From an optimization exercise on the open Yosys and OpenROAD flow, aimed at small area, a short achievable clock period and few clock cycles; shortcuts taken in it are not production practice.
The RTL was checked by simulation tests, not by an equivalence proof against the original design.
Power figures rest on the tool's default switching activity, not on a simulated workload.

## CPU
module CPU(clk,reset,imem_addr,imem_rdata,dmem_addr,dmem_we,dmem_wdata,dmem_rdata);
	input clk,reset;
	output [31:0] imem_addr;
	input  [31:0] imem_rdata;
	output [31:0] dmem_addr;
	output dmem_we;
	output [31:0] dmem_wdata;
	input  [31:0] dmem_rdata;
	reg [31:2] fpc;         
	reg        f2v;         
	reg [31:0] sk;          
	reg        skv;
	reg [31:0] ir;          
	reg        irv;
	reg [31:2] ipc4;        
	reg        jdone;       
	reg [7:0]  rs_lo, rt_lo;  
	reg [3:0]  rs_hi, rt_hi;  
	reg [31:0] opa, opb;    
	reg [4:0]  e_dst;       
	reg        e_ld, e_mul;
	reg        e_sub;       
	reg [7:0]  e_sel;
	reg        e_left, e_sra;
	reg [31:0] m_res;       
	reg [31:0] m_s, m_c;    
	reg [4:0]  m_dst;
	reg        m_ld, m_mul;
	reg [31:0] daddr, dwdata;
	reg        dwe;
	reg [31:0] rf [1:31];
	reg [31:1] rfv;         
	assign imem_addr  = {fpc, 2'b00};
	assign dmem_addr  = daddr;
	assign dmem_we    = dwe;
	assign dmem_wdata = dwdata;
	wire [5:0] op = ir[31:26];
	wire [4:0] rs = ir[25:21];
	wire [4:0] rt = ir[20:16];
	wire [4:0] rd = ir[15:11];
	wire [5:0] fn = ir[5:0];
	wire [15:0] imm = ir[15:0];
	wire c_mem   = op[5];                                   
	wire c_sw    = op[5] & op[3];
	wire c_lw    = op[5] & ~op[3];
	wire c_mul   = ~op[5] & op[4];                           
	wire c_imm   = ~op[5] & ~op[4] & op[3];                  
	wire c_br    = ~op[5] & ~op[4] & ~op[3] & op[2];         
	wire c_j     = ~op[5] & ~op[4] & ~op[3] & ~op[2] & op[1];  
	wire c_r     = op == 6'd0;
	wire c_jr    = c_r & ~fn[5] & fn[3];                     
	wire c_shift = c_r & ~fn[5] & ~fn[3];
	wire c_alur  = c_r & fn[5];                              
	wire c_lui   = c_imm & op[2] & op[1];                    
	wire c_link  = (c_j & op[0]) | (c_jr & fn[0]);            
	wire [4:0] dst = (c_r | c_mul) ? ((c_jr & ~fn[0]) ? 5'd0 : rd) :
	                 (c_imm | c_lw) ? rt :
	                 (c_j & op[0]) ? 5'd31 : 5'd0;
	wire use_rs  = ~c_j & ~c_lui;
	wire use_rt  = c_r | c_mul | c_br | c_sw;
	wire c_bj    = c_br | c_jr;      
	wire [3:0] afn = c_alur ? fn[3:0] : {1'b0, op[2:0]};
	wire a_arith = c_alur | c_imm;                   
	wire d_sub  = c_alur & (fn[3:1] == 3'b001 | fn[3:1] == 3'b101) |
  ...
Size in the first run: about 1400 flip-flops, ~160 I/O pins, ~90000 µm² of cells after synthesis.
export LEC_CHECK = 0
export CAP_MARGIN = 30
export CORE_MARGIN = 2
export CORE_UTILIZATION = 55
export PLACE_DENSITY = 0.7
export SETUP_SLACK_MARGIN = 0.4
export SLEW_MARGIN = 30
export SYNTH_HIERARCHICAL = 1
create_clock -name core_clock -period 20.0 [get_ports {clk}]
standard.sh (not shown) runs the stock make flow with config.mk's settings and CLKGATE_MAP_FILE= SYNTH_SCRIPT=/design/flow/synth_recipe.tcl, a recipe that flattens the netlist after the stock synthesis.
==> flow/flow/run.sh <==
#!/bin/bash
# Standard synthesis and layout (the standard.sh), with:
#  - repair_timing aimed at a short clock period: the setup margin asks every path for this
#    much slack at the design's period, so the resizer works on the paths that set the
#    period the layout achieves;
#  - sizing free to change a cell's footprint; port buffers start as buf_4;
#  - clock tree synthesis without dummy loads, with larger sink clusters.
# make's full output goes to make_finish.log here; each step's log is under orfs/logs/.
set -euo pipefail
bash standard.sh \
  SETUP_SLACK_MARGIN=14.8 \
  MATCH_CELL_FOOTPRINT=0 \
  BUFFER_PORTS_ARGS="-buffer_cell sky130_fd_sc_hd__buf_4" \
  CTS_ARGS="-sink_clustering_enable -repair_clock_nets -dont_use_dummy_load -sink_clustering_size 25 -sink_clustering_max_diameter 70" \
  finish > make_finish.log 2>&1
The baseline completed without violations.
Testbench counts at the start, summed over its fixed seeds: cycles 109,373.
Then changed:
--- a/flow/design.v
+++ b/flow/design.v
@@ -1656,36 +1656,28 @@
 	input  [15:0]   imm,
 	output [W-1:0]  s
 );
 	assign s = a + {{(W-16){imm[15]}}, imm};
 endmodule
 module BrCmp(
 	input  [31:0] e_sum,
-	input  [31:0] m_res,
-	input  [31:0] rs_rf,
-	input  [31:0] rt_rf,
+	input  [31:0] rs_early,
+	input  [31:0] rt_early,
 	input         rs_e,
 	input         rt_e,
-	input         rs_m,
-	input         rt_m,
 	input  [1:0]  bt,
 	output        taken
 );
-	wire rs_b = rs_e | rs_m;                         
-	wire rt_b = rt_e | rt_m;
-	wire [31:0] rs_x = rs_e ? e_sum : m_res;         
-	wire [31:0] rt_y = rt_e ? e_sum : m_res;
-	wire eq_ff = rs_rf == rt_rf;
-	wire eq_bf = rs_x == rt_rf;
-	wire eq_fb = rs_rf == rt_y;
-	wire eq_bb = (rs_e == rt_e) | (e_sum == m_res);  
-	wire eq = rs_b ? (rt_b ? eq_bb : eq_bf) : (rt_b ? eq_fb : eq_ff);
-	wire le_f = rs_rf[31] | (rs_rf == 32'd0);
-	wire le_b = rs_x[31] | (rs_x == 32'd0);
-	wire le = rs_b ? le_b : le_f;
+	wire [31:0] k = rs_e ? rt_early : rs_early;      
+	wire eq_rr = rs_early == rt_early;
+	wire eq_e  = e_sum == k;
+	wire le_r = rs_early[31] | (rs_early == 32'd0);
+	wire le_e = e_sum[31] | (e_sum == 32'd0);
+	wire eq = (rs_e | rt_e) ? ((rs_e & rt_e) | eq_e) : eq_rr;
+	wire le = rs_e ? le_e : le_r;
 	assign taken = bt[1] ? (bt[0] ^ le) : (bt[0] ^ eq);
 endmodule
 module RegRead(
 	input  [7:0]        lo,
 	input  [3:0]        hi,
 	input  [32*31-1:0]  rf,      
 	input  [31:1]       rfv,
@@ -1816,16 +1808,16 @@
 	wire [31:0] rt_nold = rt_m ? m_alu : rt_rf;
 	wire stall = irv & ((use_rs & rs_e & (e_late | c_mem)) |
 	                    (c_br & (rs_e | rt_e) & ~e_sel[0]) |
 	                    (use_rt & rt_e & e_late) |
 	                    ((c_mem | c_bj) & rs_m & m_late) |
 	                    (c_br & rt_m & m_late));
 	wire br_taken;
-	BrCmp brcmp(.e_sum(e_sum), .m_res(m_res), .rs_rf(rs_rf), .rt_rf(rt_rf), .rs_e(rs_e), .rt_e(rt_e),
-	            .rs_m(rs_m), .rt_m(rt_m), .bt(op[1:0]), .taken(br_taken));
+	BrCmp brcmp(.e_sum(e_sum), .rs_early(rs_early), .rt_early(rt_early), .rs_e(rs_e), .rt_e(rt_e),
+	            .bt(op[1:0]), .taken(br_taken));
 	wire [31:2] br_tgt = ipc4 + {{14{imm[15]}}, imm};
 	wire [31:0] agu_sum;
 	AddImm #(32) agu(.a(rs_early), .imm(imm), .s(agu_sum));
 	wire [31:0] e_sum;
 	ALU alu(.opa(opa), .opb(opb), .sub(e_sub), .sel(e_sel), .left(e_left), .sra(e_sra), .out(e_out),
 	        .sum_out(e_sum));
 	wire [31:0] mt_s, mt_c;
@@ -1861,26 +1853,23 @@
 				skv <= 1'b0;
 			end else if (f2v & ~skv) begin
 				skv <= 1'b1;
 			end
 		end
 	end
 	wire [31:0] ir_next = skv ? sk : imem_rdata;
-	wire [9:0] sel_src = d_free ? {ir_next[25:21], ir_next[20:16]} : {ir[25:21], ir[20:16]};
-	always @(posedge clk) begin
-		rs_lo <= 8'd1 << sel_src[7:5];
-		rs_hi <= 4'd1 << sel_src[9:8];
-		rt_lo <= 8'd1 << sel_src[2:0];
-		rt_hi <= 4'd1 << sel_src[4:3];
-	end
 	always @(posedge clk) begin
 		if (d_free) begin
 			ir    <= ir_next;
 			ipc4  <= fpc;
 			jdone <= f2j;
+			rs_lo <= 8'd1 << ir_next[23:21];
+			rs_hi <= 4'd1 << ir_next[25:24];
+			rt_lo <= 8'd1 << ir_next[18:16];
+			rt_hi <= 4'd1 << ir_next[20:19];
 		end
 		if (~d_free & ~skv) sk <= imem_rdata;
 	end
 	wire a_const = c_link | c_shift | c_lui;
 	wire b_const = c_link | c_imm;
 	wire [4:0] rot_amt = fn[1] ? ir[10:6] : 5'd0 - ir[10:6];
 	wire [31:0] a_fix = c_link ? {ipc4, 2'b00} : c_shift ? {22'd0, ir[10:6], rot_amt} : 32'd0;
Result: Hold slack is about the same. Setup slack improved by 0.12 ns. Fmax grows by 2.2%. Combinational power drops by about 15%. Sequential share of layout area increases by 0.80 points. Synthesized cell count shrinks by 1.7%. Critical path depth fell by 3. Cell area is lower by about 1.4%. Die area came out lower by about 1%. Core utilization stays flat. Wire length went down by 3.4%.
Testbench counts after the change, summed over its fixed seeds: cycles 109,373.

========
Setup of try-maple:
CPU, a different RTL version from the one above (not shown whole).
Size in the first run: roughly 8300 cells after synthesis, about 1500 flip-flops, ~160 I/O pins, about 91000 µm² of cells after synthesis.
export LEC_CHECK = 0
export CAP_MARGIN = 30
export CORE_MARGIN = 2
export CORE_UTILIZATION = 55
export PLACE_DENSITY = 0.7
export SETUP_SLACK_MARGIN = 0.4
export SLEW_MARGIN = 30
export SYNTH_HIERARCHICAL = 1
create_clock -name core_clock -period 20.0 [get_ports {clk}]
==> flow/flow/run.sh <==
#!/bin/bash
# Standard synthesis and layout (the standard.sh), with:
#  - repair_timing aimed at a short clock period: the setup margin asks every path for this
#    much slack at the design's period, so the resizer works on the paths that set the
#    period the layout achieves;
#  - sizing free to change a cell's footprint; port buffers start as buf_4;
#  - clock tree synthesis without dummy loads, with larger sink clusters;
#  - the repair after global routing on pessimistic wire parasitics (flow/grt_rc.tcl).
#  - the flops that drive output ports go next to their port buffers after global
#    placement (flow/out_flops.tcl).
# make's full output goes to make_finish.log here; each step's log is under orfs/logs/.
set -euo pipefail
bash standard.sh \
  PRE_GLOBAL_ROUTE_TCL="$PWD/flow/grt_rc.tcl" \
  POST_GLOBAL_PLACE_TCL="$PWD/flow/out_flops.tcl" \
  SETUP_SLACK_MARGIN=14.8 \
  MATCH_CELL_FOOTPRINT=0 \
  BUFFER_PORTS_ARGS="-buffer_cell sky130_fd_sc_hd__buf_4" \
  CTS_ARGS="-sink_clustering_enable -repair_clock_nets -dont_use_dummy_load -sink_clustering_size 25 -sink_clustering_max_diameter 70" \
  finish > make_finish.log 2>&1
Other scripts of this flow, unchanged in this note and not shown: flow/flow/grt_rc.tcl, flow/flow/out_flops.tcl
Testbench counts of try-maple, summed over its fixed seeds: cycles 106,071.
Input changes introduced in try-fjord (baseline for comparison: try-maple):
diff --git a/flow/design.v b/flow/design.v
--- a/flow/design.v
+++ b/flow/design.v
@@ -1705,17 +1705,16 @@
 	reg [31:0] fpc;         
 	reg        f2v;         
 	reg [31:0] sk;          
 	reg        skv;
 	reg [31:0] ir;          
 	reg        irv;
 	reg [31:0] ipc4;        
 	reg        jdone;       
-	reg        kill;        
 	reg [7:0]  rs_lo, rt_lo;  
 	reg [3:0]  rs_hi, rt_hi;  
 	reg [31:0] opa, opb;    
 	reg [4:0]  e_dst;       
 	reg        e_ld, e_mul;
 	reg        e_sub;       
 	reg [7:0]  e_sel;
 	reg        e_left, e_sra;
@@ -1808,54 +1807,44 @@
 	wire [31:0] e_sum;
 	ALU alu(.opa(opa), .opb(opb), .sub(e_sub), .sel(e_sel), .left(e_left), .sra(e_sra), .out(e_out),
 	        .sum_out(e_sum));
 	wire [31:0] mt_s, mt_c, mt_d;
 	MulTree mul_tree(.a(opa), .b(opb), .s(mt_s), .c(mt_c), .d(mt_d));
 	wire d_free  = ~irv | ~stall;                  
 	wire d_go    = irv & ~stall;                    
 	wire d_gobr  = d_go & c_br;
-	wire br_imm0 = imm == 16'd0;
-	wire br_imm1 = imm == 16'd1;
-	wire br_far  = ~(br_imm0 | br_imm1);
-	wire kill_set = d_gobr & br_taken & br_imm1;
-	wire jr_next = rs_e ? (e_sel[0] & (e_sum == ipc4)) : (rs_early == ipc4);
-	wire d_jump  = d_go & ((c_jr & ~jr_next) | (c_j & ~jdone));  
+	wire d_jump  = d_go & (c_jr | (c_j & ~jdone));  
 	wire [31:0] d_jtgt = c_jr ? rs_mid : {ipc4[31:28], ir[25:0], 2'b00};
 	wire aw_j    = ~(imem_rdata[31] | imem_rdata[30] | imem_rdata[29] | imem_rdata[28]) & imem_rdata[27];
 	wire f2ok    = f2v & d_free & ~skv;              
-	wire f2j_en  = ~reset & ~kill & ~(irv & c_br & br_imm1);
-	wire f2j     = f2ok & aw_j & f2j_en;
+	wire f2j     = f2ok & aw_j;
 	wire hold    = ~d_free & (skv | f2v);
 	wire [31:0] fpc_rest = reset ? 32'd4 : d_jump ? d_jtgt : hold ? fpc : {fpc[31:2] + 30'd1, fpc[1:0]};
 	wire [31:0] fpc_nb, fpc_next;
-	wire f2j_ok = f2ok & ~d_jump & f2j_en;
+	wire f2j_ok = f2ok & ~d_jump & ~reset;
 	JSel #(16) fpc_j_lo(.op(imem_rdata[31:27]), .ok(f2j_ok), .a({imem_rdata[13:0], 2'b00}), .b(fpc_rest[15:0]), .y(fpc_nb[15:0]));
 	JSel #(16) fpc_j_hi(.op(imem_rdata[31:27]), .ok(f2j_ok), .a({fpc[31:28], imem_rdata[25:14]}), .b(fpc_rest[31:16]), .y(fpc_nb[31:16]));
 	wire nb_redir = d_jump | f2j | hold;            
-	wire br_go    = d_gobr & br_far & ~reset;
-	wire br_redir = br_go & br_taken;
-	BrSel #(16) fpc_br_lo(.taken(br_taken), .go(br_go), .a(br_tgt[15:0]), .b(fpc_nb[15:0]), .y(fpc_next[15:0]));
-	BrSel #(16) fpc_br_hi(.taken(br_taken), .go(br_go), .a(br_tgt[31:16]), .b(fpc_nb[31:16]), .y(fpc_next[31:16]));
+	wire br_redir = d_gobr & br_taken;
+	BrSel #(16) fpc_br_lo(.taken(br_taken), .go(d_gobr & ~reset), .a(br_tgt[15:0]), .b(fpc_nb[15:0]), .y(fpc_next[15:0]));
+	BrSel #(16) fpc_br_hi(.taken(br_taken), .go(d_gobr & ~reset), .a(br_tgt[31:16]), .b(fpc_nb[31:16]), .y(fpc_next[31:16]));
 	always @(posedge clk) fpc <= fpc_next;
 	always @(posedge clk or posedge reset) begin
 		if (reset) begin
 			f2v <= 1'b1;
 			skv <= 1'b0;
 			irv <= 1'b0;
-			kill <= 1'b0;
 		end else begin
 			f2v <= ~(br_redir | nb_redir);
 			if (br_redir | d_jump) begin
 				irv <= 1'b0;
 				skv <= 1'b0;
-				kill <= 1'b0;
 			end else if (d_free) begin
-				irv <= (skv | f2v) & ~(kill | kill_set);
-				kill <= (kill | kill_set) & ~(skv | f2v);
+				irv <= skv | f2v;
 				skv <= 1'b0;
 			end else if (f2v & ~skv) begin
 				skv <= 1'b1;
 			end
 		end
 	end
 	wire [31:0] ir_next = skv ? sk : imem_rdata;
 	always @(posedge clk) begin
## What came out
- Between try-maple and try-fjord, the total iterations of the first detailed-routing run is higher for try-maple.
- Power, try-maple and try-fjord: lower on try-fjord
- Between try-maple and try-fjord, power drawn by the sequential cells is lower for try-fjord, try-maple comes in above that.
- Global-route usage over all layers ended up 1.4 points lower on try-fjord than on try-maple.
- Going from try-maple to try-fjord, sequential area share after synthesis went up by 0.71 points; tap cell count went down by about 1.3%; worst setup margin went up by 0.36 ns; global-route wire length before repair went down by 4.7%.
- Number of core rows shrinks slightly when moving from try-maple to try-fjord.
- Relative to try-maple, data arrival time of the critical path has decreased by 5.04 ns in try-fjord.
Testbench counts of try-fjord, summed over its fixed seeds: cycles 109,277.

-- re-timing with driven ports --
The results above use ideal ports. As a check the final layouts listed here were re-extracted and re-timed, cells and wires unchanged. Step 1 assumes that a clkbuf_16 drives the clock port and a buf_2 every other input. Step 2 times the ports against the registers' clock, not the clock port: input delays grow and output delays shrink by t, the midpoint of the rising clock arrivals with the driver on. Slacks: ideal ports / drivers / drivers and shift; pairs: ideal ports / drivers.
| run | t, ns | setup slack, ns | latest minus earliest clock arrival (ns) |
|---|---|---|---|
| the first run of note 1 | 0.864 | 14.551 / 14.551 / 14.049 | 0.106 / 0.107 |
| the second run of note 1 | 0.860 | 14.668 / 14.657 / 14.173 | 0.144 / 0.144 |
| try-maple | 0.874 | 14.274 / 14.274 / 13.596 | 0.129 / 0.130 |
| try-fjord | 0.858 | 14.633 / 14.546 / 14.103 | 0.093 / 0.093 |
After both steps every run listed still meets setup and hold. For try-maple, which loses most, drivers alone change the setup slack by 0.000 ns; drivers and shift together by -0.678 ns.
